Background: an optimization exercise with open tools, aiming at small area and a short achievable clock period. Do not read the settings as production practice.
At most, simulation tests tie the RTL to the original design; equivalence was not proved.
Power is estimated from default activity; no workload was simulated.

== main ==
// adc_to_vga
module adc_to_vga(clock, reset, ADC_CS_N, ADC_DIN, ADC_SCLK, ADC_DOUT, vga_R, vga_G,
vga_B, vga_clk, vga_blank, vga_sync, vga_h_sync, vga_v_sync);
Size in the first run: about 1700 cells after synthesis, ~220 flip-flops, ~35 I/O pins, roughly 0.013 mm2 of cells after synthesis.
==> module conv50, before the edit <==
module conv50(x, t, u);
input [11:0] x;
output [2:0] t;
output [3:0] u;
function [14:0] add15(input [14:0] a, input [14:0] b);
	integer i;
	reg c;
	begin
		c = 1'b0;
		for (i = 0; i < 15; i = i + 1) begin
			add15[i] = a[i] ^ b[i] ^ c;
			c = (a[i] & b[i]) | (c & (a[i] ^ b[i]));
		end
	end
endfunction
wire [14:0] p = add15({1'b0, x, 2'b0}, {3'b0, x});
wire [14:0] q = add15({1'b0, p[11:0], 2'b0}, {3'b0, p[11:0]});
assign t = p[14:12];
assign u = q[14:11];
endmodule
clock: 110.0 ns
lec_check: 0
abc_area: 1
cap_margin: 50
core_margin: 2
core_utilization: 40
slew_margin: 70
standard.sh (not shown) runs the stock make flow with config.mk's settings and CLKGATE_MAP_FILE= SYNTH_SCRIPT=/design/flow/synth_recipe.tcl, a recipe that flattens the netlist after the stock synthesis.
==> flow/flow/run.sh <==
#!/bin/bash
# Standard layout; the only change is the cell used for the port buffers
# (a plain buf_2 instead of the one the resizer picks), so that the output
# and input paths are not slowed by a delay cell.
set -o pipefail
export BUFFER_PORTS_ARGS="-buffer_cell sky130_fd_sc_hd__buf_2"
bash standard.sh > standard.log 2>&1
For the feature branch, these inputs were changed with respect to main:
--- a/flow/design.v
+++ b/flow/design.v
@@ -132,21 +132,36 @@
 input [11:0] x;
 output [2:0] t;
 output [3:0] u;
-function [14:0] add15(input [14:0] a, input [14:0] b);
+function [13:0] add14(input [13:0] a, input [13:0] b);
 	integer i;
 	reg c;
 	begin
 		c = 1'b0;
-		for (i = 0; i < 15; i = i + 1) begin
-			add15[i] = a[i] ^ b[i] ^ c;
+		for (i = 0; i < 14; i = i + 1) begin
+			add14[i] = a[i] ^ b[i] ^ c;
 			c = (a[i] & b[i]) | (c & (a[i] ^ b[i]));
 		end
 	end
 endfunction
-wire [14:0] p = add15({1'b0, x, 2'b0}, {3'b0, x});
-wire [14:0] q = add15({1'b0, p[11:0], 2'b0}, {3'b0, p[11:0]});
-assign t = p[14:12];
-assign u = q[14:11];
+wire [13:0] p = add14(add14({1'b0, x, 1'b0}, {2'b0, x}), {5'b0, x[11:3]});
+wire [5:0] v = p[13:8];
+reg [6:0] tu;
+always @(*) begin
+	case (v)
+		6'd0: tu = 7'h00; 6'd1: tu = 7'h01; 6'd2: tu = 7'h02; 6'd3: tu = 7'h03; 6'd4: tu = 7'h04;
+		6'd5: tu = 7'h05; 6'd6: tu = 7'h06; 6'd7: tu = 7'h07; 6'd8: tu = 7'h08; 6'd9: tu = 7'h09;
+		6'd10: tu = 7'h10; 6'd11: tu = 7'h11; 6'd12: tu = 7'h12; 6'd13: tu = 7'h13; 6'd14: tu = 7'h14;
+		6'd15: tu = 7'h15; 6'd16: tu = 7'h16; 6'd17: tu = 7'h17; 6'd18: tu = 7'h18; 6'd19: tu = 7'h19;
+		6'd20: tu = 7'h20; 6'd21: tu = 7'h21; 6'd22: tu = 7'h22; 6'd23: tu = 7'h23; 6'd24: tu = 7'h24;
+		6'd25: tu = 7'h25; 6'd26: tu = 7'h26; 6'd27: tu = 7'h27; 6'd28: tu = 7'h28; 6'd29: tu = 7'h29;
+		6'd30: tu = 7'h30; 6'd31: tu = 7'h31; 6'd32: tu = 7'h32; 6'd33: tu = 7'h33; 6'd34: tu = 7'h34;
+		6'd35: tu = 7'h35; 6'd36: tu = 7'h36; 6'd37: tu = 7'h37; 6'd38: tu = 7'h38; 6'd39: tu = 7'h39;
+		6'd40: tu = 7'h40; 6'd41: tu = 7'h41; 6'd42: tu = 7'h42; 6'd43: tu = 7'h43; 6'd44: tu = 7'h44;
+		6'd45: tu = 7'h45; 6'd46: tu = 7'h46; 6'd47: tu = 7'h47; 6'd48: tu = 7'h48; default: tu = 7'h49;
+	endcase
+end
+assign t = tu[6:4];
+assign u = tu[3:0];
 endmodule
 module frequency(clk, reset, data, mean, f_th, f_h, f_t, f_u);
 	input clk;
### Flow results
Having completed the whole flow, the feature branch delivered a layout that passed the timing, DRC and antenna checks. [diff] post-synth design cell area, the feature branch relative to main: regression. The run showing the greater portion of total power attributed to the clock network is main. Taking main as the reference, in the feature branch total half-perimeter wirelength after legalization and detailed placement increased by 2.9% relative to the old numbers, share of synthesized cell area in full adder, half adder and majority cells closely matched the old numbers, proportion of power drawn by combinational gates increased by 7.3 points relative to the old numbers, fraction of layout instances using a drive strength above 1 decreased by 1.1 points relative to the old numbers. inv_1 as the most common cell after layout, fill and taps aside was reported by main, and nand2_1 by the feature branch. Re instance area at placement: the feature branch is 400 um2 up on main. Measured against main, the via count of the feature branch comes out at 1.05 times the reference value. Diff main -> the feature branch: DRC violation total after the first TritonRoute iteration lower, cell area higher. The feature branch vs. main: data arrival time of the worst path went down by 30 ps.
For main, only the layout was checked, not whether the RTL still works.

[separate check: timing with driven ports]
The results above use ideal ports. As a check the final layouts listed here were re-extracted and re-timed, cells and wires unchanged.
Step 1 (the two cells are an assumption about what drives the block):
set clk [get_ports {clock}]
set_driving_cell -lib_cell sky130_fd_sc_hd__clkbuf_16 $clk
set_driving_cell -lib_cell sky130_fd_sc_hd__buf_2 [delete_from_list [all_inputs] $clk]
Step 2, shift: input delay + t, output delay - t, t = (earliest + latest rising clock arrival at the registers) / 2. This alone moves slack from input paths to output paths.
Slacks: ideal ports / drivers / drivers and shift; pairs: ideal ports / drivers.
run	shift t [ns]	setup slack, ns	hold WS [ns]	slew at the worst register clock pin (ns)
main	0.559	86.824 / 86.776 / 86.647	0.399 / 0.399 / 0.399	0.06 / 0.06
the feature branch	0.569	86.850 / 86.800 / 86.570	0.401 / 0.401 / 0.401	0.06 / 0.06
After both steps every run listed still meets setup and hold. The setup slack of the feature branch, which loses most, moves by -0.050 ns with the drivers and by -0.280 ns with both steps.
